Source: an optimization exercise on an open RTL-to-GDS flow (aim: small area). Production flows keep margins and buffers that such runs may drop. Function was checked by simulation only, so behaviour that the tests miss may differ from the original. Power is estimated from default activity; no workload was simulated.

===== config.mk =====
export PLATFORM = sky130hd
export DESIGN_NAME = Modulators
export DESIGN_NICKNAME = Modulators
export VERILOG_FILES = /design/flow/design.v
export SDC_FILE = /design/flow/constraint.sdc
export NUM_CORES = 4
export LEC_CHECK = 0
export CAP_MARGIN = 20
export CORE_MARGIN = 2
export CORE_UTILIZATION = 40
export SLEW_MARGIN = 20

===== constraint.sdc =====
create_clock -name core_clock -period 14.0 [get_ports {ap_clk}]
set_input_delay 2.8000 -clock core_clock [delete_from_list [all_inputs] [get_ports {ap_clk}]]
set_output_delay 2.8000 -clock core_clock [all_outputs]
set_load 0.01 [all_outputs]

===== design.v =====
module qpsk_mem(
	input wire clk,
	input wire rst,
	input wire [15:0] rd_addr,
	output reg [7:0] i,
	output reg [7:0] q
);
	localparam NUM_SYMBOLS = 144;
	reg [7:0] mem_i [0:NUM_SYMBOLS-1];
	reg [7:0] mem_q [0:NUM_SYMBOLS-1];
	wire [15:0] rd_addr_mod = (rd_addr % NUM_SYMBOLS);
	always @ (posedge clk) begin
		if (rst) begin
			i <= 0;
			q <= 0;
		end else begin
			i <= mem_i[rd_addr_mod];
			q <= mem_q[rd_addr_mod];
		end
	end
	initial begin
		mem_i[0] = $signed(1); mem_q[0] = $signed(1);
		mem_i[1] = $signed(1); mem_q[1] = $signed(1);
		mem_i[2] = $signed(-1); mem_q[2] = $signed(-1);
		mem_i[3] = $signed(1); mem_q[3] = $signed(-1);
		mem_i[4] = $signed(1); mem_q[4] = $signed(-1);
		mem_i[5] = $signed(1); mem_q[5] = $signed(-1);
		mem_i[6] = $signed(-1); mem_q[6] = $signed(1);
		mem_i[7] = $signed(1); mem_q[7] = $signed(-1);
		mem_i[8] = $signed(-1); mem_q[8] = $signed(-1);
		mem_i[9] = $signed(1); mem_q[9] = $signed(-1);
		mem_i[10] = $signed(-1); mem_q[10] = $signed(-1);
		mem_i[11] = $signed(-1); mem_q[11] = $signed(1);
		mem_i[12] = $signed(-1); mem_q[12] = $signed(-1);
		mem_i[13] = $signed(1); mem_q[13] = $signed(1);
		mem_i[14] = $signed(-1); mem_q[14] = $signed(1);
		mem_i[15] = $signed(1); mem_q[15] = $signed(1);
		mem_i[16] = $signed(1); mem_q[16] = $signed(-1);
		mem_i[17] = $signed(-1); mem_q[17] = $signed(-1);
		mem_i[18] = $signed(1); mem_q[18] = $signed(-1);
		mem_i[19] = $signed(-1); mem_q[19] = $signed(1);
		mem_i[20] = $signed(1); mem_q[20] = $signed(-1);
		mem_i[21] = $signed(-1); mem_q[21] = $signed(1);
		mem_i[22] = $signed(-1); mem_q[22] = $signed(1);
		mem_i[23] = $signed(-1); mem_q[23] = $signed(-1);
		mem_i[24] = $signed(-1); mem_q[24] = $signed(1);
		mem_i[25] = $signed(1); mem_q[25] = $signed(-1);
		mem_i[26] = $signed(1); mem_q[26] = $signed(-1);
		mem_i[27] = $signed(1); mem_q[27] = $signed(-1);
		mem_i[28] = $signed(-1); mem_q[28] = $signed(-1);
		mem_i[29] = $signed(1); mem_q[29] = $signed(1);
		mem_i[30] = $signed(-1); mem_q[30] = $signed(-1);
		mem_i[31] = $signed(1); mem_q[31] = $signed(-1);
		mem_i[32] = $signed(-1); mem_q[32] = $signed(1);
		mem_i[33] = $signed(1); mem_q[33] = $signed(1);
		mem_i[34] = $signed(-1); mem_q[34] = $signed(1);
		mem_i[35] = $signed(1); mem_q[35] = $signed(1);
		mem_i[36] = $signed(1); mem_q[36] = $signed(-1);
		mem_i[37] = $signed(-1); mem_q[37] = $signed(-1);
		mem_i[38] = $signed(1); mem_q[38] = $signed(1);
		mem_i[39] = $signed(1); mem_q[39] = $signed(-1);
		mem_i[40] = $signed(1); mem_q[40] = $signed(1);
		mem_i[41] = $signed(-1); mem_q[41] = $signed(1);
		mem_i[42] = $signed(-1); mem_q[42] = $signed(1);
		mem_i[43] = $signed(1); mem_q[43] = $signed(1);
		mem_i[44] = $signed(1); mem_q[44] = $signed(-1);
		mem_i[45] = $signed(-1); mem_q[45] = $signed(1);
		mem_i[46] = $signed(-1); mem_q[46] = $signed(-1);
		mem_i[47] = $signed(-1); mem_q[47] = $signed(-1);
		mem_i[48] = $signed(1); mem_q[48] = $signed(-1);
		mem_i[49] = $signed(-1); mem_q[49] = $signed(1);
		mem_i[50] = $signed(1); mem_q[50] = $signed(-1);
		mem_i[51] = $signed(-1); mem_q[51] = $signed(-1);
		mem_i[52] = $signed(-1); mem_q[52] = $signed(1);
		mem_i[53] = $signed(-1); mem_q[53] = $signed(1);
		mem_i[54] = $signed(-1); mem_q[54] = $signed(-1);
		mem_i[55] = $signed(-1); mem_q[55] = $signed(-1);
		mem_i[56] = $signed(-1); mem_q[56] = $signed(1);
		mem_i[57] = $signed(-1); mem_q[57] = $signed(1);
		mem_i[58] = $signed(-1); mem_q[58] = $signed(-1);
		mem_i[59] = $signed(1); mem_q[59] = $signed(1);
		mem_i[60] = $signed(1); mem_q[60] = $signed(1);
		mem_i[61] = $signed(1); mem_q[61] = $signed(1);
		mem_i[62] = $signed(1); mem_q[62] = $signed(1);
		mem_i[63] = $signed(-1); mem_q[63] = $signed(-1);
		mem_i[64] = $signed(-1); mem_q[64] = $signed(1);
		mem_i[65] = $signed(-1); mem_q[65] = $signed(-1);
		mem_i[66] = $signed(-1); mem_q[66] = $signed(1);
		mem_i[67] = $signed(1); mem_q[67] = $signed(1);
		mem_i[68] = $signed(1); mem_q[68] = $signed(1);
		mem_i[69] = $signed(-1); mem_q[69] = $signed(-1);
		mem_i[70] = $signed(1); mem_q[70] = $signed(-1);
		mem_i[71] = $signed(1); mem_q[71] = $signed(1);
		mem_i[72] = $signed(-1); mem_q[72] = $signed(1);
		mem_i[73] = $signed(1); mem_q[73] = $signed(1);
		mem_i[74] = $signed(1); mem_q[74] = $signed(-1);
		mem_i[75] = $signed(1); mem_q[75] = $signed(-1);
		mem_i[76] = $signed(1); mem_q[76] = $signed(-1);
		mem_i[77] = $signed(1); mem_q[77] = $signed(-1);
		mem_i[78] = $signed(1); mem_q[78] = $signed(-1);
		mem_i[79] = $signed(1); mem_q[79] = $signed(-1);
		mem_i[80] = $signed(-1); mem_q[80] = $signed(-1);
		mem_i[81] = $signed(1); mem_q[81] = $signed(1);
		mem_i[82] = $signed(-1); mem_q[82] = $signed(1);
		mem_i[83] = $signed(-1); mem_q[83] = $signed(-1);
		mem_i[84] = $signed(-1); mem_q[84] = $signed(1);
		mem_i[85] = $signed(1); mem_q[85] = $signed(-1);
		mem_i[86] = $signed(1); mem_q[86] = $signed(1);
		mem_i[87] = $signed(-1); mem_q[87] = $signed(1);
		mem_i[88] = $signed(-1); mem_q[88] = $signed(1);
		mem_i[89] = $signed(-1); mem_q[89] = $signed(-1);
		mem_i[90] = $signed(1); mem_q[90] = $signed(1);
		mem_i[91] = $signed(1); mem_q[91] = $signed(-1);
		mem_i[92] = $signed(-1); mem_q[92] = $signed(-1);
		mem_i[93] = $signed(1); mem_q[93] = $signed(1);
		mem_i[94] = $signed(1); mem_q[94] = $signed(-1);
		mem_i[95] = $signed(-1); mem_q[95] = $signed(-1);
		mem_i[96] = $signed(-1); mem_q[96] = $signed(1);
		mem_i[97] = $signed(1); mem_q[97] = $signed(-1);
		mem_i[98] = $signed(1); mem_q[98] = $signed(-1);
		mem_i[99] = $signed(1); mem_q[99] = $signed(-1);
		mem_i[100] = $signed(1); mem_q[100] = $signed(-1);
		mem_i[101] = $signed(1); mem_q[101] = $signed(1);
		mem_i[102] = $signed(1); mem_q[102] = $signed(-1);
		mem_i[103] = $signed(1); mem_q[103] = $signed(1);
		mem_i[104] = $signed(1); mem_q[104] = $signed(1);
		mem_i[105] = $signed(-1); mem_q[105] = $signed(-1);
		mem_i[106] = $signed(1); mem_q[106] = $signed(1);
		mem_i[107] = $signed(-1); mem_q[107] = $signed(1);
		mem_i[108] = $signed(-1); mem_q[108] = $signed(1);
		mem_i[109] = $signed(1); mem_q[109] = $signed(-1);
		mem_i[110] = $signed(-1); mem_q[110] = $signed(1);
		mem_i[111] = $signed(1); mem_q[111] = $signed(-1);
		mem_i[112] = $signed(-1); mem_q[112] = $signed(1);
		mem_i[113] = $signed(-1); mem_q[113] = $signed(-1);
		mem_i[114] = $signed(-1); mem_q[114] = $signed(1);
		mem_i[115] = $signed(1); mem_q[115] = $signed(1);
		mem_i[116] = $signed(-1); mem_q[116] = $signed(1);
		mem_i[117] = $signed(1); mem_q[117] = $signed(-1);
		mem_i[118] = $signed(-1); mem_q[118] = $signed(1);
		mem_i[119] = $signed(-1); mem_q[119] = $signed(1);
		mem_i[120] = $signed(1); mem_q[120] = $signed(1);
		mem_i[121] = $signed(-1); mem_q[121] = $signed(-1);
		mem_i[122] = $signed(-1); mem_q[122] = $signed(1);
		mem_i[123] = $signed(1); mem_q[123] = $signed(-1);
		mem_i[124] = $signed(1); mem_q[124] = $signed(1);
		mem_i[125] = $signed(-1); mem_q[125] = $signed(-1);
		mem_i[126] = $signed(1); mem_q[126] = $signed(-1);
		mem_i[127] = $signed(-1); mem_q[127] = $signed(1);
		mem_i[128] = $signed(1); mem_q[128] = $signed(-1);
		mem_i[129] = $signed(1); mem_q[129] = $signed(1);
		mem_i[130] = $signed(-1); mem_q[130] = $signed(1);
		mem_i[131] = $signed(1); mem_q[131] = $signed(1);
		mem_i[132] = $signed(1); mem_q[132] = $signed(1);
		mem_i[133] = $signed(-1); mem_q[133] = $signed(-1);
		mem_i[134] = $signed(-1); mem_q[134] = $signed(1);
		mem_i[135] = $signed(-1); mem_q[135] = $signed(-1);
		mem_i[136] = $signed(-1); mem_q[136] = $signed(-1);
		mem_i[137] = $signed(1); mem_q[137] = $signed(1);
		mem_i[138] = $signed(-1); mem_q[138] = $signed(1);
		mem_i[139] = $signed(-1); mem_q[139] = $signed(1);
		mem_i[140] = $signed(-1); mem_q[140] = $signed(-1);
		mem_i[141] = $signed(1); mem_q[141] = $signed(1);
		mem_i[142] = $signed(-1); mem_q[142] = $signed(1);
		mem_i[143] = $signed(1); mem_q[143] = $signed(-1);
	end
endmodule
module bpsk_mem(
	input wire clk,
	input wire rst,
	input wire [15:0] rd_addr,
	output reg [7:0] i,
	output reg [7:0] q
);
	localparam NUM_SYMBOLS = 288;
	reg [7:0] mem_i [0:NUM_SYMBOLS-1];
	reg [7:0] mem_q [0:NUM_SYMBOLS-1];
	wire [15:0] rd_addr_mod = (rd_addr % NUM_SYMBOLS);
	always @ (posedge clk) begin
		if (rst) begin
			i <= 0;
			q <= 0;
		end else begin
			i <= mem_i[rd_addr_mod];
			q <= mem_q[rd_addr_mod];
		end
	end
	initial begin
		mem_i[0] = $signed(-1); mem_q[0] = $signed(0);
		mem_i[1] = $signed(-1); mem_q[1] = $signed(0);
		mem_i[2] = $signed(-1); mem_q[2] = $signed(0);
		mem_i[3] = $signed(-1); mem_q[3] = $signed(0);
		mem_i[4] = $signed(1); mem_q[4] = $signed(0);
		mem_i[5] = $signed(1); mem_q[5] = $signed(0);
		mem_i[6] = $signed(1); mem_q[6] = $signed(0);
		mem_i[7] = $signed(-1); mem_q[7] = $signed(0);
		mem_i[8] = $signed(1); mem_q[8] = $signed(0);
		mem_i[9] = $signed(-1); mem_q[9] = $signed(0);
		mem_i[10] = $signed(1); mem_q[10] = $signed(0);
		mem_i[11] = $signed(-1); mem_q[11] = $signed(0);
		mem_i[12] = $signed(-1); mem_q[12] = $signed(0);
		mem_i[13] = $signed(1); mem_q[13] = $signed(0);
		mem_i[14] = $signed(1); mem_q[14] = $signed(0);
		mem_i[15] = $signed(-1); mem_q[15] = $signed(0);
		mem_i[16] = $signed(1); mem_q[16] = $signed(0);
		mem_i[17] = $signed(1); mem_q[17] = $signed(0);
		mem_i[18] = $signed(1); mem_q[18] = $signed(0);
		mem_i[19] = $signed(-1); mem_q[19] = $signed(0);
		mem_i[20] = $signed(1); mem_q[20] = $signed(0);
		mem_i[21] = $signed(1); mem_q[21] = $signed(0);
		mem_i[22] = $signed(-1); mem_q[22] = $signed(0);
		mem_i[23] = $signed(1); mem_q[23] = $signed(0);
		mem_i[24] = $signed(1); mem_q[24] = $signed(0);
		mem_i[25] = $signed(1); mem_q[25] = $signed(0);
		mem_i[26] = $signed(-1); mem_q[26] = $signed(0);
		mem_i[27] = $signed(-1); mem_q[27] = $signed(0);
		mem_i[28] = $signed(-1); mem_q[28] = $signed(0);
		mem_i[29] = $signed(1); mem_q[29] = $signed(0);
		mem_i[30] = $signed(-1); mem_q[30] = $signed(0);
		mem_i[31] = $signed(-1); mem_q[31] = $signed(0);
		mem_i[32] = $signed(1); mem_q[32] = $signed(0);
		mem_i[33] = $signed(-1); mem_q[33] = $signed(0);
		mem_i[34] = $signed(1); mem_q[34] = $signed(0);
		mem_i[35] = $signed(1); mem_q[35] = $signed(0);
		mem_i[36] = $signed(1); mem_q[36] = $signed(0);
		mem_i[37] = $signed(-1); mem_q[37] = $signed(0);
		mem_i[38] = $signed(-1); mem_q[38] = $signed(0);
		mem_i[39] = $signed(1); mem_q[39] = $signed(0);
		mem_i[40] = $signed(1); mem_q[40] = $signed(0);
		mem_i[41] = $signed(-1); mem_q[41] = $signed(0);
		mem_i[42] = $signed(-1); mem_q[42] = $signed(0);
		mem_i[43] = $signed(1); mem_q[43] = $signed(0);
		mem_i[44] = $signed(-1); mem_q[44] = $signed(0);
		mem_i[45] = $signed(1); mem_q[45] = $signed(0);
		mem_i[46] = $signed(1); mem_q[46] = $signed(0);
		mem_i[47] = $signed(1); mem_q[47] = $signed(0);
		mem_i[48] = $signed(-1); mem_q[48] = $signed(0);
		mem_i[49] = $signed(1); mem_q[49] = $signed(0);
		mem_i[50] = $signed(1); mem_q[50] = $signed(0);
		mem_i[51] = $signed(-1); mem_q[51] = $signed(0);
		mem_i[52] = $signed(1); mem_q[52] = $signed(0);
		mem_i[53] = $signed(-1); mem_q[53] = $signed(0);
		mem_i[54] = $signed(1); mem_q[54] = $signed(0);
		mem_i[55] = $signed(-1); mem_q[55] = $signed(0);
		mem_i[56] = $signed(1); mem_q[56] = $signed(0);
		mem_i[57] = $signed(1); mem_q[57] = $signed(0);
		mem_i[58] = $signed(-1); mem_q[58] = $signed(0);
		mem_i[59] = $signed(-1); mem_q[59] = $signed(0);
		mem_i[60] = $signed(1); mem_q[60] = $signed(0);
		mem_i[61] = $signed(1); mem_q[61] = $signed(0);
		mem_i[62] = $signed(1); mem_q[62] = $signed(0);
		mem_i[63] = $signed(-1); mem_q[63] = $signed(0);
		mem_i[64] = $signed(-1); mem_q[64] = $signed(0);
		mem_i[65] = $signed(1); mem_q[65] = $signed(0);
		mem_i[66] = $signed(-1); mem_q[66] = $signed(0);
		mem_i[67] = $signed(-1); mem_q[67] = $signed(0);
		mem_i[68] = $signed(-1); mem_q[68] = $signed(0);
		mem_i[69] = $signed(1); mem_q[69] = $signed(0);
		mem_i[70] = $signed(-1); mem_q[70] = $signed(0);
		mem_i[71] = $signed(-1); mem_q[71] = $signed(0);
		mem_i[72] = $signed(1); mem_q[72] = $signed(0);
		mem_i[73] = $signed(-1); mem_q[73] = $signed(0);
		mem_i[74] = $signed(1); mem_q[74] = $signed(0);
		mem_i[75] = $signed(1); mem_q[75] = $signed(0);
		mem_i[76] = $signed(-1); mem_q[76] = $signed(0);
		mem_i[77] = $signed(-1); mem_q[77] = $signed(0);
		mem_i[78] = $signed(1); mem_q[78] = $signed(0);
		mem_i[79] = $signed(-1); mem_q[79] = $signed(0);
		mem_i[80] = $signed(-1); mem_q[80] = $signed(0);
		mem_i[81] = $signed(-1); mem_q[81] = $signed(0);
		mem_i[82] = $signed(-1); mem_q[82] = $signed(0);
		mem_i[83] = $signed(1); mem_q[83] = $signed(0);
		mem_i[84] = $signed(-1); mem_q[84] = $signed(0);
		mem_i[85] = $signed(1); mem_q[85] = $signed(0);
		mem_i[86] = $signed(-1); mem_q[86] = $signed(0);
		mem_i[87] = $signed(-1); mem_q[87] = $signed(0);
		mem_i[88] = $signed(1); mem_q[88] = $signed(0);
		mem_i[89] = $signed(-1); mem_q[89] = $signed(0);
		mem_i[90] = $signed(-1); mem_q[90] = $signed(0);
		mem_i[91] = $signed(1); mem_q[91] = $signed(0);
		mem_i[92] = $signed(1); mem_q[92] = $signed(0);
		mem_i[93] = $signed(1); mem_q[93] = $signed(0);
		mem_i[94] = $signed(1); mem_q[94] = $signed(0);
		mem_i[95] = $signed(1); mem_q[95] = $signed(0);
		mem_i[96] = $signed(1); mem_q[96] = $signed(0);
		mem_i[97] = $signed(-1); mem_q[97] = $signed(0);
		mem_i[98] = $signed(-1); mem_q[98] = $signed(0);
		mem_i[99] = $signed(1); mem_q[99] = $signed(0);
		mem_i[100] = $signed(1); mem_q[100] = $signed(0);
		mem_i[101] = $signed(-1); mem_q[101] = $signed(0);
		mem_i[102] = $signed(1); mem_q[102] = $signed(0);
		mem_i[103] = $signed(1); mem_q[103] = $signed(0);
		mem_i[104] = $signed(-1); mem_q[104] = $signed(0);
		mem_i[105] = $signed(1); mem_q[105] = $signed(0);
		mem_i[106] = $signed(-1); mem_q[106] = $signed(0);
		mem_i[107] = $signed(1); mem_q[107] = $signed(0);
		mem_i[108] = $signed(1); mem_q[108] = $signed(0);
		mem_i[109] = $signed(1); mem_q[109] = $signed(0);
		mem_i[110] = $signed(1); mem_q[110] = $signed(0);
		mem_i[111] = $signed(1); mem_q[111] = $signed(0);
		mem_i[112] = $signed(-1); mem_q[112] = $signed(0);
		mem_i[113] = $signed(1); mem_q[113] = $signed(0);
		mem_i[114] = $signed(-1); mem_q[114] = $signed(0);
		mem_i[115] = $signed(1); mem_q[115] = $signed(0);
		mem_i[116] = $signed(1); mem_q[116] = $signed(0);
		mem_i[117] = $signed(1); mem_q[117] = $signed(0);
		mem_i[118] = $signed(-1); mem_q[118] = $signed(0);
		mem_i[119] = $signed(-1); mem_q[119] = $signed(0);
		mem_i[120] = $signed(-1); mem_q[120] = $signed(0);
		mem_i[121] = $signed(-1); mem_q[121] = $signed(0);
		mem_i[122] = $signed(-1); mem_q[122] = $signed(0);
		mem_i[123] = $signed(-1); mem_q[123] = $signed(0);
		mem_i[124] = $signed(-1); mem_q[124] = $signed(0);
		mem_i[125] = $signed(-1); mem_q[125] = $signed(0);
		mem_i[126] = $signed(1); mem_q[126] = $signed(0);
		mem_i[127] = $signed(1); mem_q[127] = $signed(0);
		mem_i[128] = $signed(-1); mem_q[128] = $signed(0);
		mem_i[129] = $signed(1); mem_q[129] = $signed(0);
		mem_i[130] = $signed(1); mem_q[130] = $signed(0);
		mem_i[131] = $signed(1); mem_q[131] = $signed(0);
		mem_i[132] = $signed(-1); mem_q[132] = $signed(0);
		mem_i[133] = $signed(1); mem_q[133] = $signed(0);
		mem_i[134] = $signed(-1); mem_q[134] = $signed(0);
		mem_i[135] = $signed(-1); mem_q[135] = $signed(0);
		mem_i[136] = $signed(-1); mem_q[136] = $signed(0);
		mem_i[137] = $signed(-1); mem_q[137] = $signed(0);
		mem_i[138] = $signed(1); mem_q[138] = $signed(0);
		mem_i[139] = $signed(1); mem_q[139] = $signed(0);
		mem_i[140] = $signed(1); mem_q[140] = $signed(0);
		mem_i[141] = $signed(-1); mem_q[141] = $signed(0);
		mem_i[142] = $signed(-1); mem_q[142] = $signed(0);
		mem_i[143] = $signed(-1); mem_q[143] = $signed(0);
		mem_i[144] = $signed(-1); mem_q[144] = $signed(0);
		mem_i[145] = $signed(1); mem_q[145] = $signed(0);
		mem_i[146] = $signed(-1); mem_q[146] = $signed(0);
		mem_i[147] = $signed(-1); mem_q[147] = $signed(0);
		mem_i[148] = $signed(1); mem_q[148] = $signed(0);
		mem_i[149] = $signed(-1); mem_q[149] = $signed(0);
		mem_i[150] = $signed(1); mem_q[150] = $signed(0);
		mem_i[151] = $signed(-1); mem_q[151] = $signed(0);
		mem_i[152] = $signed(1); mem_q[152] = $signed(0);
		mem_i[153] = $signed(-1); mem_q[153] = $signed(0);
		mem_i[154] = $signed(1); mem_q[154] = $signed(0);
		mem_i[155] = $signed(-1); mem_q[155] = $signed(0);
		mem_i[156] = $signed(1); mem_q[156] = $signed(0);
		mem_i[157] = $signed(-1); mem_q[157] = $signed(0);
		mem_i[158] = $signed(1); mem_q[158] = $signed(0);
		mem_i[159] = $signed(-1); mem_q[159] = $signed(0);
		mem_i[160] = $signed(1); mem_q[160] = $signed(0);
		mem_i[161] = $signed(1); mem_q[161] = $signed(0);
		mem_i[162] = $signed(-1); mem_q[162] = $signed(0);
		mem_i[163] = $signed(-1); mem_q[163] = $signed(0);
		mem_i[164] = $signed(-1); mem_q[164] = $signed(0);
		mem_i[165] = $signed(1); mem_q[165] = $signed(0);
		mem_i[166] = $signed(1); mem_q[166] = $signed(0);
		mem_i[167] = $signed(1); mem_q[167] = $signed(0);
		mem_i[168] = $signed(-1); mem_q[168] = $signed(0);
		mem_i[169] = $signed(1); mem_q[169] = $signed(0);
		mem_i[170] = $signed(1); mem_q[170] = $signed(0);
		mem_i[171] = $signed(-1); mem_q[171] = $signed(0);
		mem_i[172] = $signed(-1); mem_q[172] = $signed(0);
		mem_i[173] = $signed(-1); mem_q[173] = $signed(0);
		mem_i[174] = $signed(-1); mem_q[174] = $signed(0);
		mem_i[175] = $signed(1); mem_q[175] = $signed(0);
		mem_i[176] = $signed(-1); mem_q[176] = $signed(0);
		mem_i[177] = $signed(1); mem_q[177] = $signed(0);
		mem_i[178] = $signed(1); mem_q[178] = $signed(0);
		mem_i[179] = $signed(1); mem_q[179] = $signed(0);
		mem_i[180] = $signed(-1); mem_q[180] = $signed(0);
		mem_i[181] = $signed(-1); mem_q[181] = $signed(0);
		mem_i[182] = $signed(1); mem_q[182] = $signed(0);
		mem_i[183] = $signed(-1); mem_q[183] = $signed(0);
		mem_i[184] = $signed(1); mem_q[184] = $signed(0);
		mem_i[185] = $signed(1); mem_q[185] = $signed(0);
		mem_i[186] = $signed(-1); mem_q[186] = $signed(0);
		mem_i[187] = $signed(-1); mem_q[187] = $signed(0);
		mem_i[188] = $signed(1); mem_q[188] = $signed(0);
		mem_i[189] = $signed(-1); mem_q[189] = $signed(0);
		mem_i[190] = $signed(1); mem_q[190] = $signed(0);
		mem_i[191] = $signed(1); mem_q[191] = $signed(0);
		mem_i[192] = $signed(-1); mem_q[192] = $signed(0);
		mem_i[193] = $signed(1); mem_q[193] = $signed(0);
		mem_i[194] = $signed(1); mem_q[194] = $signed(0);
		mem_i[195] = $signed(-1); mem_q[195] = $signed(0);
		mem_i[196] = $signed(1); mem_q[196] = $signed(0);
		mem_i[197] = $signed(-1); mem_q[197] = $signed(0);
		mem_i[198] = $signed(1); mem_q[198] = $signed(0);
		mem_i[199] = $signed(-1); mem_q[199] = $signed(0);
		mem_i[200] = $signed(1); mem_q[200] = $signed(0);
		mem_i[201] = $signed(-1); mem_q[201] = $signed(0);
		mem_i[202] = $signed(-1); mem_q[202] = $signed(0);
		mem_i[203] = $signed(-1); mem_q[203] = $signed(0);
		mem_i[204] = $signed(1); mem_q[204] = $signed(0);
		mem_i[205] = $signed(-1); mem_q[205] = $signed(0);
		mem_i[206] = $signed(-1); mem_q[206] = $signed(0);
		mem_i[207] = $signed(-1); mem_q[207] = $signed(0);
		mem_i[208] = $signed(-1); mem_q[208] = $signed(0);
		mem_i[209] = $signed(-1); mem_q[209] = $signed(0);
		mem_i[210] = $signed(1); mem_q[210] = $signed(0);
		mem_i[211] = $signed(1); mem_q[211] = $signed(0);
		mem_i[212] = $signed(-1); mem_q[212] = $signed(0);
		mem_i[213] = $signed(-1); mem_q[213] = $signed(0);
		mem_i[214] = $signed(-1); mem_q[214] = $signed(0);
		mem_i[215] = $signed(1); mem_q[215] = $signed(0);
		mem_i[216] = $signed(-1); mem_q[216] = $signed(0);
		mem_i[217] = $signed(1); mem_q[217] = $signed(0);
		mem_i[218] = $signed(1); mem_q[218] = $signed(0);
		mem_i[219] = $signed(-1); mem_q[219] = $signed(0);
		mem_i[220] = $signed(-1); mem_q[220] = $signed(0);
		mem_i[221] = $signed(1); mem_q[221] = $signed(0);
		mem_i[222] = $signed(1); mem_q[222] = $signed(0);
		mem_i[223] = $signed(-1); mem_q[223] = $signed(0);
		mem_i[224] = $signed(-1); mem_q[224] = $signed(0);
		mem_i[225] = $signed(1); mem_q[225] = $signed(0);
		mem_i[226] = $signed(1); mem_q[226] = $signed(0);
		mem_i[227] = $signed(1); mem_q[227] = $signed(0);
		mem_i[228] = $signed(-1); mem_q[228] = $signed(0);
		mem_i[229] = $signed(1); mem_q[229] = $signed(0);
		mem_i[230] = $signed(-1); mem_q[230] = $signed(0);
		mem_i[231] = $signed(-1); mem_q[231] = $signed(0);
		mem_i[232] = $signed(-1); mem_q[232] = $signed(0);
		mem_i[233] = $signed(1); mem_q[233] = $signed(0);
		mem_i[234] = $signed(1); mem_q[234] = $signed(0);
		mem_i[235] = $signed(-1); mem_q[235] = $signed(0);
		mem_i[236] = $signed(-1); mem_q[236] = $signed(0);
		mem_i[237] = $signed(1); mem_q[237] = $signed(0);
		mem_i[238] = $signed(-1); mem_q[238] = $signed(0);
		mem_i[239] = $signed(1); mem_q[239] = $signed(0);
		mem_i[240] = $signed(-1); mem_q[240] = $signed(0);
		mem_i[241] = $signed(-1); mem_q[241] = $signed(0);
		mem_i[242] = $signed(1); mem_q[242] = $signed(0);
		mem_i[243] = $signed(1); mem_q[243] = $signed(0);
		mem_i[244] = $signed(-1); mem_q[244] = $signed(0);
		mem_i[245] = $signed(1); mem_q[245] = $signed(0);
		mem_i[246] = $signed(1); mem_q[246] = $signed(0);
		mem_i[247] = $signed(-1); mem_q[247] = $signed(0);
		mem_i[248] = $signed(-1); mem_q[248] = $signed(0);
		mem_i[249] = $signed(-1); mem_q[249] = $signed(0);
		mem_i[250] = $signed(1); mem_q[250] = $signed(0);
		mem_i[251] = $signed(1); mem_q[251] = $signed(0);
		mem_i[252] = $signed(1); mem_q[252] = $signed(0);
		mem_i[253] = $signed(-1); mem_q[253] = $signed(0);
		mem_i[254] = $signed(-1); mem_q[254] = $signed(0);
		mem_i[255] = $signed(1); mem_q[255] = $signed(0);
		mem_i[256] = $signed(1); mem_q[256] = $signed(0);
		mem_i[257] = $signed(-1); mem_q[257] = $signed(0);
		mem_i[258] = $signed(-1); mem_q[258] = $signed(0);
		mem_i[259] = $signed(-1); mem_q[259] = $signed(0);
		mem_i[260] = $signed(-1); mem_q[260] = $signed(0);
		mem_i[261] = $signed(1); mem_q[261] = $signed(0);
		mem_i[262] = $signed(-1); mem_q[262] = $signed(0);
		mem_i[263] = $signed(-1); mem_q[263] = $signed(0);
		mem_i[264] = $signed(-1); mem_q[264] = $signed(0);
		mem_i[265] = $signed(-1); mem_q[265] = $signed(0);
		mem_i[266] = $signed(1); mem_q[266] = $signed(0);
		mem_i[267] = $signed(1); mem_q[267] = $signed(0);
		mem_i[268] = $signed(-1); mem_q[268] = $signed(0);
		mem_i[269] = $signed(1); mem_q[269] = $signed(0);
		mem_i[270] = $signed(1); mem_q[270] = $signed(0);
		mem_i[271] = $signed(1); mem_q[271] = $signed(0);
		mem_i[272] = $signed(1); mem_q[272] = $signed(0);
		mem_i[273] = $signed(1); mem_q[273] = $signed(0);
		mem_i[274] = $signed(-1); mem_q[274] = $signed(0);
		mem_i[275] = $signed(-1); mem_q[275] = $signed(0);
		mem_i[276] = $signed(-1); mem_q[276] = $signed(0);
		mem_i[277] = $signed(1); mem_q[277] = $signed(0);
		mem_i[278] = $signed(-1); mem_q[278] = $signed(0);
		mem_i[279] = $signed(1); mem_q[279] = $signed(0);
		mem_i[280] = $signed(1); mem_q[280] = $signed(0);
		mem_i[281] = $signed(1); mem_q[281] = $signed(0);
		mem_i[282] = $signed(-1); mem_q[282] = $signed(0);
		mem_i[283] = $signed(-1); mem_q[283] = $signed(0);
		mem_i[284] = $signed(-1); mem_q[284] = $signed(0);
		mem_i[285] = $signed(1); mem_q[285] = $signed(0);
		mem_i[286] = $signed(1); mem_q[286] = $signed(0);
		mem_i[287] = $signed(-1); mem_q[287] = $signed(0);
	end
endmodule
module M8psk_mem(
	input wire clk,
	input wire rst,
	input wire [15:0] rd_addr,
	output reg [7:0] i,
	output reg [7:0] q
);
	localparam NUM_SYMBOLS = 96;
	reg [7:0] mem_i [0:NUM_SYMBOLS-1];
	reg [7:0] mem_q [0:NUM_SYMBOLS-1];
	wire [15:0] rd_addr_mod = (rd_addr % NUM_SYMBOLS);
	always @ (posedge clk) begin
		if (rst) begin
			i <= 0;
			q <= 0;
		end else begin
			i <= mem_i[rd_addr_mod];
			q <= mem_q[rd_addr_mod];
		end
	end
	initial begin
		mem_i[0] = $signed(1); mem_q[0] = $signed(0);
		mem_i[1] = $signed(0); mem_q[1] = $signed(1);
		mem_i[2] = $signed(-1); mem_q[2] = $signed(0);
		mem_i[3] = $signed(1); mem_q[3] = $signed(-1);
		mem_i[4] = $signed(0); mem_q[4] = $signed(1);
		mem_i[5] = $signed(0); mem_q[5] = $signed(1);
		mem_i[6] = $signed(-1); mem_q[6] = $signed(0);
		mem_i[7] = $signed(-1); mem_q[7] = $signed(0);
		mem_i[8] = $signed(0); mem_q[8] = $signed(-1);
		mem_i[9] = $signed(1); mem_q[9] = $signed(1);
		mem_i[10] = $signed(1); mem_q[10] = $signed(1);
		mem_i[11] = $signed(0); mem_q[11] = $signed(1);
		mem_i[12] = $signed(-1); mem_q[12] = $signed(-1);
		mem_i[13] = $signed(0); mem_q[13] = $signed(-1);
		mem_i[14] = $signed(1); mem_q[14] = $signed(-1);
		mem_i[15] = $signed(-1); mem_q[15] = $signed(1);
		mem_i[16] = $signed(0); mem_q[16] = $signed(1);
		mem_i[17] = $signed(1); mem_q[17] = $signed(-1);
		mem_i[18] = $signed(-1); mem_q[18] = $signed(0);
		mem_i[19] = $signed(-1); mem_q[19] = $signed(-1);
		mem_i[20] = $signed(-1); mem_q[20] = $signed(1);
		mem_i[21] = $signed(1); mem_q[21] = $signed(1);
		mem_i[22] = $signed(1); mem_q[22] = $signed(0);
		mem_i[23] = $signed(-1); mem_q[23] = $signed(-1);
		mem_i[24] = $signed(-1); mem_q[24] = $signed(0);
		mem_i[25] = $signed(-1); mem_q[25] = $signed(-1);
		mem_i[26] = $signed(-1); mem_q[26] = $signed(-1);
		mem_i[27] = $signed(1); mem_q[27] = $signed(1);
		mem_i[28] = $signed(1); mem_q[28] = $signed(-1);
		mem_i[29] = $signed(1); mem_q[29] = $signed(-1);
		mem_i[30] = $signed(0); mem_q[30] = $signed(1);
		mem_i[31] = $signed(-1); mem_q[31] = $signed(1);
		mem_i[32] = $signed(-1); mem_q[32] = $signed(-1);
		mem_i[33] = $signed(0); mem_q[33] = $signed(-1);
		mem_i[34] = $signed(0); mem_q[34] = $signed(-1);
		mem_i[35] = $signed(-1); mem_q[35] = $signed(0);
		mem_i[36] = $signed(-1); mem_q[36] = $signed(1);
		mem_i[37] = $signed(-1); mem_q[37] = $signed(0);
		mem_i[38] = $signed(0); mem_q[38] = $signed(1);
		mem_i[39] = $signed(-1); mem_q[39] = $signed(-1);
		mem_i[40] = $signed(1); mem_q[40] = $signed(0);
		mem_i[41] = $signed(1); mem_q[41] = $signed(0);
		mem_i[42] = $signed(0); mem_q[42] = $signed(-1);
		mem_i[43] = $signed(-1); mem_q[43] = $signed(1);
		mem_i[44] = $signed(1); mem_q[44] = $signed(-1);
		mem_i[45] = $signed(1); mem_q[45] = $signed(0);
		mem_i[46] = $signed(-1); mem_q[46] = $signed(1);
		mem_i[47] = $signed(1); mem_q[47] = $signed(0);
		mem_i[48] = $signed(1); mem_q[48] = $signed(-1);
		mem_i[49] = $signed(1); mem_q[49] = $signed(-1);
		mem_i[50] = $signed(-1); mem_q[50] = $signed(0);
		mem_i[51] = $signed(1); mem_q[51] = $signed(-1);
		mem_i[52] = $signed(-1); mem_q[52] = $signed(0);
		mem_i[53] = $signed(0); mem_q[53] = $signed(1);
		mem_i[54] = $signed(1); mem_q[54] = $signed(0);
		mem_i[55] = $signed(-1); mem_q[55] = $signed(1);
		mem_i[56] = $signed(0); mem_q[56] = $signed(1);
		mem_i[57] = $signed(1); mem_q[57] = $signed(0);
		mem_i[58] = $signed(1); mem_q[58] = $signed(-1);
		mem_i[59] = $signed(-1); mem_q[59] = $signed(1);
		mem_i[60] = $signed(1); mem_q[60] = $signed(1);
		mem_i[61] = $signed(0); mem_q[61] = $signed(1);
		mem_i[62] = $signed(1); mem_q[62] = $signed(1);
		mem_i[63] = $signed(0); mem_q[63] = $signed(1);
		mem_i[64] = $signed(0); mem_q[64] = $signed(1);
		mem_i[65] = $signed(1); mem_q[65] = $signed(-1);
		mem_i[66] = $signed(-1); mem_q[66] = $signed(0);
		mem_i[67] = $signed(1); mem_q[67] = $signed(0);
		mem_i[68] = $signed(-1); mem_q[68] = $signed(-1);
		mem_i[69] = $signed(1); mem_q[69] = $signed(0);
		mem_i[70] = $signed(0); mem_q[70] = $signed(-1);
		mem_i[71] = $signed(1); mem_q[71] = $signed(1);
		mem_i[72] = $signed(0); mem_q[72] = $signed(1);
		mem_i[73] = $signed(1); mem_q[73] = $signed(1);
		mem_i[74] = $signed(-1); mem_q[74] = $signed(-1);
		mem_i[75] = $signed(-1); mem_q[75] = $signed(1);
		mem_i[76] = $signed(1); mem_q[76] = $signed(-1);
		mem_i[77] = $signed(1); mem_q[77] = $signed(1);
		mem_i[78] = $signed(-1); mem_q[78] = $signed(-1);
		mem_i[79] = $signed(-1); mem_q[79] = $signed(0);
		mem_i[80] = $signed(1); mem_q[80] = $signed(1);
		mem_i[81] = $signed(-1); mem_q[81] = $signed(0);
		mem_i[82] = $signed(-1); mem_q[82] = $signed(-1);
		mem_i[83] = $signed(0); mem_q[83] = $signed(1);
		mem_i[84] = $signed(-1); mem_q[84] = $signed(-1);
		mem_i[85] = $signed(0); mem_q[85] = $signed(-1);
		mem_i[86] = $signed(1); mem_q[86] = $signed(0);
		mem_i[87] = $signed(-1); mem_q[87] = $signed(-1);
		mem_i[88] = $signed(1); mem_q[88] = $signed(1);
		mem_i[89] = $signed(-1); mem_q[89] = $signed(0);
		mem_i[90] = $signed(-1); mem_q[90] = $signed(1);
		mem_i[91] = $signed(-1); mem_q[91] = $signed(-1);
		mem_i[92] = $signed(1); mem_q[92] = $signed(-1);
		mem_i[93] = $signed(-1); mem_q[93] = $signed(1);
		mem_i[94] = $signed(1); mem_q[94] = $signed(0);
		mem_i[95] = $signed(0); mem_q[95] = $signed(-1);
	end
endmodule
module qam16_mem(
	input wire clk,
	input wire rst,
	input wire [15:0] rd_addr,
	output reg [7:0] i,
	output reg [7:0] q
);
	localparam NUM_SYMBOLS = 72;
	reg [7:0] mem_i [0:NUM_SYMBOLS-1];
	reg [7:0] mem_q [0:NUM_SYMBOLS-1];
	wire [15:0] rd_addr_mod = (rd_addr % NUM_SYMBOLS);
	always @ (posedge clk) begin
		if (rst) begin
			i <= 0;
			q <= 0;
		end else begin
			i <= mem_i[rd_addr_mod];
			q <= mem_q[rd_addr_mod];
		end
	end
	initial begin
		mem_i[0] = $signed(-2); mem_q[0] = $signed(-2);
		mem_i[1] = $signed(2); mem_q[1] = $signed(1);
		mem_i[2] = $signed(2); mem_q[2] = $signed(2);
		mem_i[3] = $signed(2); mem_q[3] = $signed(-1);
		mem_i[4] = $signed(2); mem_q[4] = $signed(1);
		mem_i[5] = $signed(-1); mem_q[5] = $signed(1);
		mem_i[6] = $signed(-2); mem_q[6] = $signed(1);
		mem_i[7] = $signed(-2); mem_q[7] = $signed(-1);
		mem_i[8] = $signed(1); mem_q[8] = $signed(2);
		mem_i[9] = $signed(-1); mem_q[9] = $signed(2);
		mem_i[10] = $signed(-1); mem_q[10] = $signed(2);
		mem_i[11] = $signed(1); mem_q[11] = $signed(-1);
		mem_i[12] = $signed(2); mem_q[12] = $signed(-1);
		mem_i[13] = $signed(2); mem_q[13] = $signed(2);
		mem_i[14] = $signed(-2); mem_q[14] = $signed(1);
		mem_i[15] = $signed(2); mem_q[15] = $signed(1);
		mem_i[16] = $signed(-2); mem_q[16] = $signed(-1);
		mem_i[17] = $signed(-2); mem_q[17] = $signed(-1);
		mem_i[18] = $signed(1); mem_q[18] = $signed(2);
		mem_i[19] = $signed(2); mem_q[19] = $signed(-2);
		mem_i[20] = $signed(-1); mem_q[20] = $signed(-2);
		mem_i[21] = $signed(-2); mem_q[21] = $signed(-1);
		mem_i[22] = $signed(-1); mem_q[22] = $signed(2);
		mem_i[23] = $signed(1); mem_q[23] = $signed(1);
		mem_i[24] = $signed(-1); mem_q[24] = $signed(2);
		mem_i[25] = $signed(1); mem_q[25] = $signed(2);
		mem_i[26] = $signed(-1); mem_q[26] = $signed(-1);
		mem_i[27] = $signed(1); mem_q[27] = $signed(1);
		mem_i[28] = $signed(-1); mem_q[28] = $signed(-1);
		mem_i[29] = $signed(-2); mem_q[29] = $signed(1);
		mem_i[30] = $signed(-2); mem_q[30] = $signed(-2);
		mem_i[31] = $signed(1); mem_q[31] = $signed(-2);
		mem_i[32] = $signed(1); mem_q[32] = $signed(-1);
		mem_i[33] = $signed(-2); mem_q[33] = $signed(-1);
		mem_i[34] = $signed(1); mem_q[34] = $signed(-2);
		mem_i[35] = $signed(-2); mem_q[35] = $signed(2);
		mem_i[36] = $signed(-2); mem_q[36] = $signed(-1);
		mem_i[37] = $signed(2); mem_q[37] = $signed(2);
		mem_i[38] = $signed(2); mem_q[38] = $signed(2);
		mem_i[39] = $signed(2); mem_q[39] = $signed(2);
		mem_i[40] = $signed(-2); mem_q[40] = $signed(1);
		mem_i[41] = $signed(1); mem_q[41] = $signed(-1);
		mem_i[42] = $signed(2); mem_q[42] = $signed(-1);
		mem_i[43] = $signed(-1); mem_q[43] = $signed(-2);
		mem_i[44] = $signed(1); mem_q[44] = $signed(-1);
		mem_i[45] = $signed(2); mem_q[45] = $signed(-2);
		mem_i[46] = $signed(-2); mem_q[46] = $signed(1);
		mem_i[47] = $signed(1); mem_q[47] = $signed(2);
		mem_i[48] = $signed(2); mem_q[48] = $signed(-1);
		mem_i[49] = $signed(2); mem_q[49] = $signed(2);
		mem_i[50] = $signed(-2); mem_q[50] = $signed(2);
		mem_i[51] = $signed(-2); mem_q[51] = $signed(2);
		mem_i[52] = $signed(1); mem_q[52] = $signed(-2);
		mem_i[53] = $signed(-1); mem_q[53] = $signed(-2);
		mem_i[54] = $signed(2); mem_q[54] = $signed(-1);
		mem_i[55] = $signed(2); mem_q[55] = $signed(-1);
		mem_i[56] = $signed(1); mem_q[56] = $signed(-1);
		mem_i[57] = $signed(-2); mem_q[57] = $signed(-1);
		mem_i[58] = $signed(2); mem_q[58] = $signed(-1);
		mem_i[59] = $signed(-1); mem_q[59] = $signed(-1);
		mem_i[60] = $signed(1); mem_q[60] = $signed(-2);
		mem_i[61] = $signed(2); mem_q[61] = $signed(-1);
		mem_i[62] = $signed(1); mem_q[62] = $signed(-2);
		mem_i[63] = $signed(-1); mem_q[63] = $signed(2);
		mem_i[64] = $signed(-2); mem_q[64] = $signed(2);
		mem_i[65] = $signed(-2); mem_q[65] = $signed(-1);
		mem_i[66] = $signed(1); mem_q[66] = $signed(-2);
		mem_i[67] = $signed(1); mem_q[67] = $signed(-1);
		mem_i[68] = $signed(-2); mem_q[68] = $signed(1);
		mem_i[69] = $signed(-1); mem_q[69] = $signed(-1);
		mem_i[70] = $signed(-2); mem_q[70] = $signed(1);
		mem_i[71] = $signed(2); mem_q[71] = $signed(-1);
	end
endmodule
module Modulators #(
    parameter IQ_BW = 16
) (
    ap_clk,
    ap_rst,
    amplitude,
    samples_per_symbol,
    mod_type,
    start,
    i_out_TVALID,
    i_out_TREADY,
    i_out_TDATA,
    q_out_TVALID,
    q_out_TREADY,
    q_out_TDATA
);
    input ap_clk;
    input ap_rst;
    input [31:0] amplitude;
    input [31:0] samples_per_symbol;
    input start;
    input [2:0] mod_type;
    output reg i_out_TVALID;
    input i_out_TREADY;
    output reg [IQ_BW-1:0] i_out_TDATA;
    output reg q_out_TVALID;
    input q_out_TREADY;
    output reg [IQ_BW-1:0] q_out_TDATA;
    reg [15:0] qpsk_rd_addr;
    wire [7:0] qpsk_symbol_i, qpsk_symbol_q;
    qpsk_mem qpsk_mem_inst (
        .clk(ap_clk),
        .rst(ap_rst),
        .rd_addr(qpsk_rd_addr),
        .i(qpsk_symbol_i),
        .q(qpsk_symbol_q)
    );
    reg [15:0] bpsk_rd_addr;
    wire [7:0] bpsk_symbol_i, bpsk_symbol_q;
    bpsk_mem bpsk_mem_inst (
        .clk(ap_clk),
        .rst(ap_rst),
        .rd_addr(bpsk_rd_addr),
        .i(bpsk_symbol_i),
        .q(bpsk_symbol_q)
    );
    reg [15:0] M8psk_rd_addr;
    wire [7:0] M8psk_symbol_i, M8psk_symbol_q;
    M8psk_mem M8psk_mem_inst (
        .clk(ap_clk),
        .rst(ap_rst),
        .rd_addr(M8psk_rd_addr),
        .i(M8psk_symbol_i),
        .q(M8psk_symbol_q)
    );
    reg [15:0] qam16_rd_addr;
    wire [7:0] qam16_symbol_i, qam16_symbol_q;
    qam16_mem qam16_mem_inst (
        .clk(ap_clk),
        .rst(ap_rst),
        .rd_addr(qam16_rd_addr),
        .i(qam16_symbol_i),
        .q(qam16_symbol_q)
    );
    wire force_start = 1'b0;
    wire use_mod_type_hook = 1'b0;
    wire [2:0] mod_type_hook = 3'b000;
    wire [2:0] mod_type_v = use_mod_type_hook ? mod_type_hook : mod_type;
    reg [2:0] mod_type_last;
    wire reset_sps = (mod_type_last != mod_type_v);
    wire [31:0] qpsk_nps = reset_sps ? 0 : (qpsk_sps+1);
    wire [31:0] bpsk_nps = reset_sps ? 0 : (bpsk_sps+1);
    wire [31:0] M8psk_nps = reset_sps ? 0 : (M8psk_sps+1);
    wire [31:0] qam16_nps = reset_sps ? 0 : (qam16_sps+1);
    reg [31:0] qpsk_sps, bpsk_sps, M8psk_sps, qam16_sps;
    always @ (posedge ap_clk) begin
        if (ap_rst) begin
            i_out_TDATA <= 0; i_out_TVALID <= 0;
            q_out_TDATA <= 0; q_out_TVALID <= 0;
            qpsk_rd_addr <= 0;
            bpsk_rd_addr <= 0;
            M8psk_rd_addr <= 0;
            qam16_rd_addr <= 0;
            qpsk_sps <= 0; bpsk_sps <= 0; M8psk_sps <= 0; qam16_sps <= 0;
            mod_type_last <= mod_type_v;
        end else begin
            if (start | force_start) begin
                mod_type_last <= mod_type_v;
                if (mod_type_last != mod_type_v) begin  
                    qpsk_sps <= 0; bpsk_sps <= 0; M8psk_sps <= 0; qam16_sps <= 0;
                end
                i_out_TVALID <= 1; q_out_TVALID <= 1;
                if (mod_type_v == 3'b000) begin  
                    i_out_TDATA <= $signed( $signed(qpsk_symbol_i) * $signed(amplitude) );
                    q_out_TDATA <= $signed( $signed(qpsk_symbol_q) * $signed(amplitude) );
                    if (i_out_TREADY && q_out_TREADY) begin
                        if (qpsk_nps == samples_per_symbol) begin
                            qpsk_rd_addr <= qpsk_rd_addr + 1;
                            qpsk_sps <= 0;
                        end else begin
                            qpsk_sps <= qpsk_sps + 1;
                        end
                    end
                end else if (mod_type_v == 3'b001) begin  
                    i_out_TDATA <= $signed( $signed(bpsk_symbol_i) * $signed(amplitude) );
                    q_out_TDATA <= $signed( $signed(bpsk_symbol_q) * $signed(amplitude) );
                    if (i_out_TREADY && q_out_TREADY) begin
                        if (bpsk_nps == samples_per_symbol) begin
                            bpsk_rd_addr <= bpsk_rd_addr + 1;
                            bpsk_sps <= 0;
                        end else begin
                            bpsk_sps <= bpsk_sps + 1;
                        end
                    end
                end else if (mod_type_v == 3'b010) begin  
                    i_out_TDATA <= $signed( $signed(qam16_symbol_i) * $signed(amplitude) );
                    q_out_TDATA <= $signed( $signed(qam16_symbol_q) * $signed(amplitude) );
                    if (i_out_TREADY && q_out_TREADY) begin
                        if (qam16_nps == samples_per_symbol) begin
                            qam16_rd_addr <= qam16_rd_addr + 1;
                            qam16_sps <= 0;
                        end else begin
                            qam16_sps <= qam16_sps + 1;
                        end
                    end
                end else begin  
                    i_out_TDATA <= $signed( $signed(M8psk_symbol_i) * $signed(amplitude) );
                    q_out_TDATA <= $signed( $signed(M8psk_symbol_q) * $signed(amplitude) );
                    if (i_out_TREADY && q_out_TREADY) begin
                        if (M8psk_nps == samples_per_symbol) begin
                            M8psk_rd_addr <= M8psk_rd_addr + 1;
                            M8psk_sps <= 0;
                        end else begin
                            M8psk_sps <= M8psk_sps + 1;
                        end
                    end
                end
            end else begin  
                qpsk_rd_addr <= 0; bpsk_rd_addr <= 0; M8psk_rd_addr <= 0; qam16_rd_addr <= 0;
                qpsk_sps <= 0; bpsk_sps <= 0; M8psk_sps <= 0; qam16_sps <= 0;
            end
        end
    end
endmodule

===== run.sh =====
#!/bin/bash
# synth_recipe.tcl (not shown) runs the flow's synth.tcl, then flattens the netlist and writes it again
# the make line also repeats each setting of config.mk as NAME=value (left out here)
make -C /OpenROAD-flow-scripts/flow DESIGN_CONFIG=/design/flow/config.mk WORK_HOME=/design/flow/orfs CLKGATE_MAP_FILE= SYNTH_SCRIPT=/design/flow/synth_recipe.tcl finish

==> results.txt <==
-- final timing paths --
kind,startpoint,cells after the start,slack [ps],to
worst min-delay path,i_out_TDATA[5],2,450,i_out_TDATA[5]
worst max-delay path,qam16_rd_addr[2],42,810,qam16_mem_inst.i[6]
worst min register to register,i_out_TDATA[5],2,450,i_out_TDATA[5]
worst max register to register,qam16_rd_addr[2],42,810,qam16_mem_inst.i[6]
-- final cells by class --
| class | count | area, um2 |
|---|---|---|
| inverter | 713 | 2680 |
| fill | 10725 | 60460 |
| clock inverter | 15 | 230.2 |
| multi-input combinational | 4294 | 34350 |
| sequential | 242 | 4875 |
| tap | 1403 | 1755 |
| timing repair buffer | 163 | 1431 |
| clock buffer | 45 | 972.2 |
-- metrics by stage --
| step | hold slack (ps) | cell area [um2] | utilization | setup slack, ps |
|---|---|---|---|---|
| final | 448.7 | 46300 | 0.4337 | 811.2 |
| after CTS | 455.0 | 46220 | 0.4330 | 514.9 |
| after detailed placement | 441.6 | 45020 | 0.4217 | 582.6 |
| after global placement | 438.6 | 45020 | 0.4217 | 715.7 |
| after global routing | 484.2 | 46300 | 0.4337 | -19.52 |
| after floorplan | 474.3 | 42950 | - | 2446 |
-- tightest hold or removal path, delay by kind of cell, from the launching register on --
family	cells	cell delay (ps)
flops	1	320
compound gates	1	50
simple gates	1	40
-- placed cells by master, fill, tap and decap left out, types with 14 or more instances in the layout --
cell	netlist	layout
buf_4	5	74
o22ai_1	33	33
nor3b_1	28	28
clkbuf_16	0	34
and3_1	68	67
nor2_1	554	551
o21ai_0	277	276
a211oi_1	61	59
or4_1	16	16
fa_1	427	427
nand3_1	141	140
o211ai_1	31	31
or3_1	44	44
nand2_1	369	368
o21bai_1	32	32
nor3_1	105	105
mux2i_1	66	66
nor4_1	28	28
o21a_1	14	14
xnor2_1	322	321
a21o_1	41	41
clkdlybuf4s50_1	0	86
nor2b_1	36	36
nand3b_1	39	39
a21oi_1	330	330
and2_1	150	150
o32ai_1	26	26
ha_1	272	272
inv_1	706	705
dfxtp_1	239	239
or2_2	17	17
o31ai_1	29	27
nand2b_1	88	88
a22oi_1	58	58
a31oi_1	52	51
nand4_1	44	44
xor2_1	125	125
mux2_2	14	14
-- sequential cells by signal, indices dropped and copies added (netlist names), 3 cells and up --
signal / count
M8psk_rd_addr: 16
mod_type_last: 3
M8psk_sps: 32
bpsk_sps: 32
i_out_TDATA: 16
q_out_TDATA: 16
qpsk_sps: 32
qam16_sps: 32
qam16_mem_inst.i: 3
qam16_mem_inst.q: 3
bpsk_rd_addr: 16
qpsk_rd_addr: 16
qam16_rd_addr: 16
-- metal layers --
layer  share of wire  global-route usage
met5         0.00011                   0
met4           0.020             0.04527
met3           0.052             0.02551
met2            0.46              0.3531
met1            0.46              0.2984
-- cell families (layout without fill, tap and decap cells) --
logic type	after synthesis	in the layout	synth area share
adders and majority gates	708	708	0.2804
muxes	94	94	0.02523
buffers and inverters	1008	936	0.08920
DFF	242	242	0.1135
xor gates and xnor gates	448	448	0.09153
AOI/OAI and AO/OA	1241	1241	0.1907
and+or+nand+nor	1803	1803	0.2094
-- power breakdown --
group | leakage, uW | internal (uW) | switching [uW] | total, uW
combinational | 0.0174 | 486 | 672 | 1160
clock | 0.000594 | 568 | 374 | 942
sequential | 0.00196 | 701 | 12.9 | 714
==> out/qor.txt <==
global-route wire length before repair - 193,900 um
max_slew headroom - 0.2636
Synth Net Count - 6,315
residual DRC count - 0
# IOs - 106
largest net degree at the start of global routing - 87
Final Hold Vio Count - 0
number of flops mapped to enable cells by yosys - 3
Final GP Congestion - 0.8789
CTS Sinks - 242
Synth Cell Area - 42,950 um2
cell with the most instances after synthesis - inv_1
DPL Wire Length - 90,640 um
H-Tree Depth - 2
Main synth FF type - dfxtp_1
# setup viols final - 0
Cell variety after synth - 127
number of I/O port buffers - 89
setup bufs post-CTS - 0
gr usage total - 0.2134
worst path required time - 14,500 ps
grt ovf - 0
die area - 110,000 um2
drt total wl - 119,800 um
Final #Nets - 6,219
vias in the first global route - 36,248
antenna-violating nets left - 0
Synth Register Bits - 242
worst skew pair latency - 580 ps
Avg WL per Cell - 17.43 um
CTS tree - done
Die Ht - 331.7 um
WS Path Type - register to register
DRT Pass-1 Iters - 6
status - finished clean
buffer levels on the longest clock path - 3
crit-path max FO - 16
cell repeated most along the worst path - mux2i_1
crit share post-route - 0.9421
Crit path max-delay family - compound AO/OA/AOI/OAI gates
Via density - 5.534
Period minus WS final - 13,190 ps
Worst Path Buf+Inv - 3
Synth warnings - 5
layout cells sized above 1 - 0.04825
post-CTS resize count - 0
min-delay worst type - register to register
Synth-to-Final Area Change - 7.793%
Cell Count Post-Placement - 6,815
slowest stage cell, crit path - or4_1
Critical Path Sink Type - register
Max VDD drop - 0.00007781 V
post-synthesis sequential area ratio - 0.1135
list of most frequent post-synthesis cells - inv_1 (706), nor2_1 (554), fa_1 (427)
DR vias - 38,048
share of the synthesized area in the top cell type - 0.1990
Max Slew Vio Count - 0
FFs w/ async S/R, synth - 0
n_diodes - 0
Syn Inst Count - 5,544
Yosys top cell by area - fa_1
syn avg cell area - 7.747 um2
Slew @ Worst Pin - 1103 ps
initial antenna violation count - 3
number of max-cap violations - 0
initial core utilization - 0.4023
Max stage delay on crit path - 670 ps
CP Data Arrival Time - 13,690 ps
Cell Count, Final, Fillers Out - 6,875
Clk Tree Root Cell - clkbuf_16
setup tns final - 0 ps
Max Clk Rate - 0.07582 GHz
Core ar. - 106,800 um2
initial drt markers - 2,595
pwr/cell area - 60.77 nW/um2
row count - 120
worst clock skew - 39.17 ps
Inserted Clock Buffers - 34
Final Power - 2813 uW
hold bufs inserted after CTS - 0
Lkg Pwr - 0.01995 uW
Worst-path clk slew - 60 ps
ranking of synthesized cells by area - fa_1 (20%), dfxtp_1 (11%), ha_1 (7.9%)
CP Launch Type - register
Chip Width - 331.7 um

-- static timing again, ports no longer ideal --
In the flow no input, the clock included, has a driving cell. The finished layout below was timed again as built, in two steps.
Step 1 sets driving cells, clkbuf_16 on the clock port and buf_2 on the other inputs (assumed; they add their load-dependent delay and slew).
Step 2 moves the port delays by t, midway between the first and last clock arrival at a register: inputs arrive t later, outputs are due t later. That takes back most of the time a late clock gives input paths.
Slacks: ideal ports / drivers / drivers and shift; pairs: ideal ports / drivers.
shift t [ns]: 0.625
slack for setup (ns): 0.811 / 0.811 / 0.811
hold WS [ns]: 0.449 / 0.449 / 0.449
latest minus earliest clock arrival (ns): 0.040 / 0.040
cell pins on the clock port's net: 1
After both steps this run still meets setup and hold. The setup slack of this run moves by 0.000 ns with the drivers and by 0.000 ns with both steps.
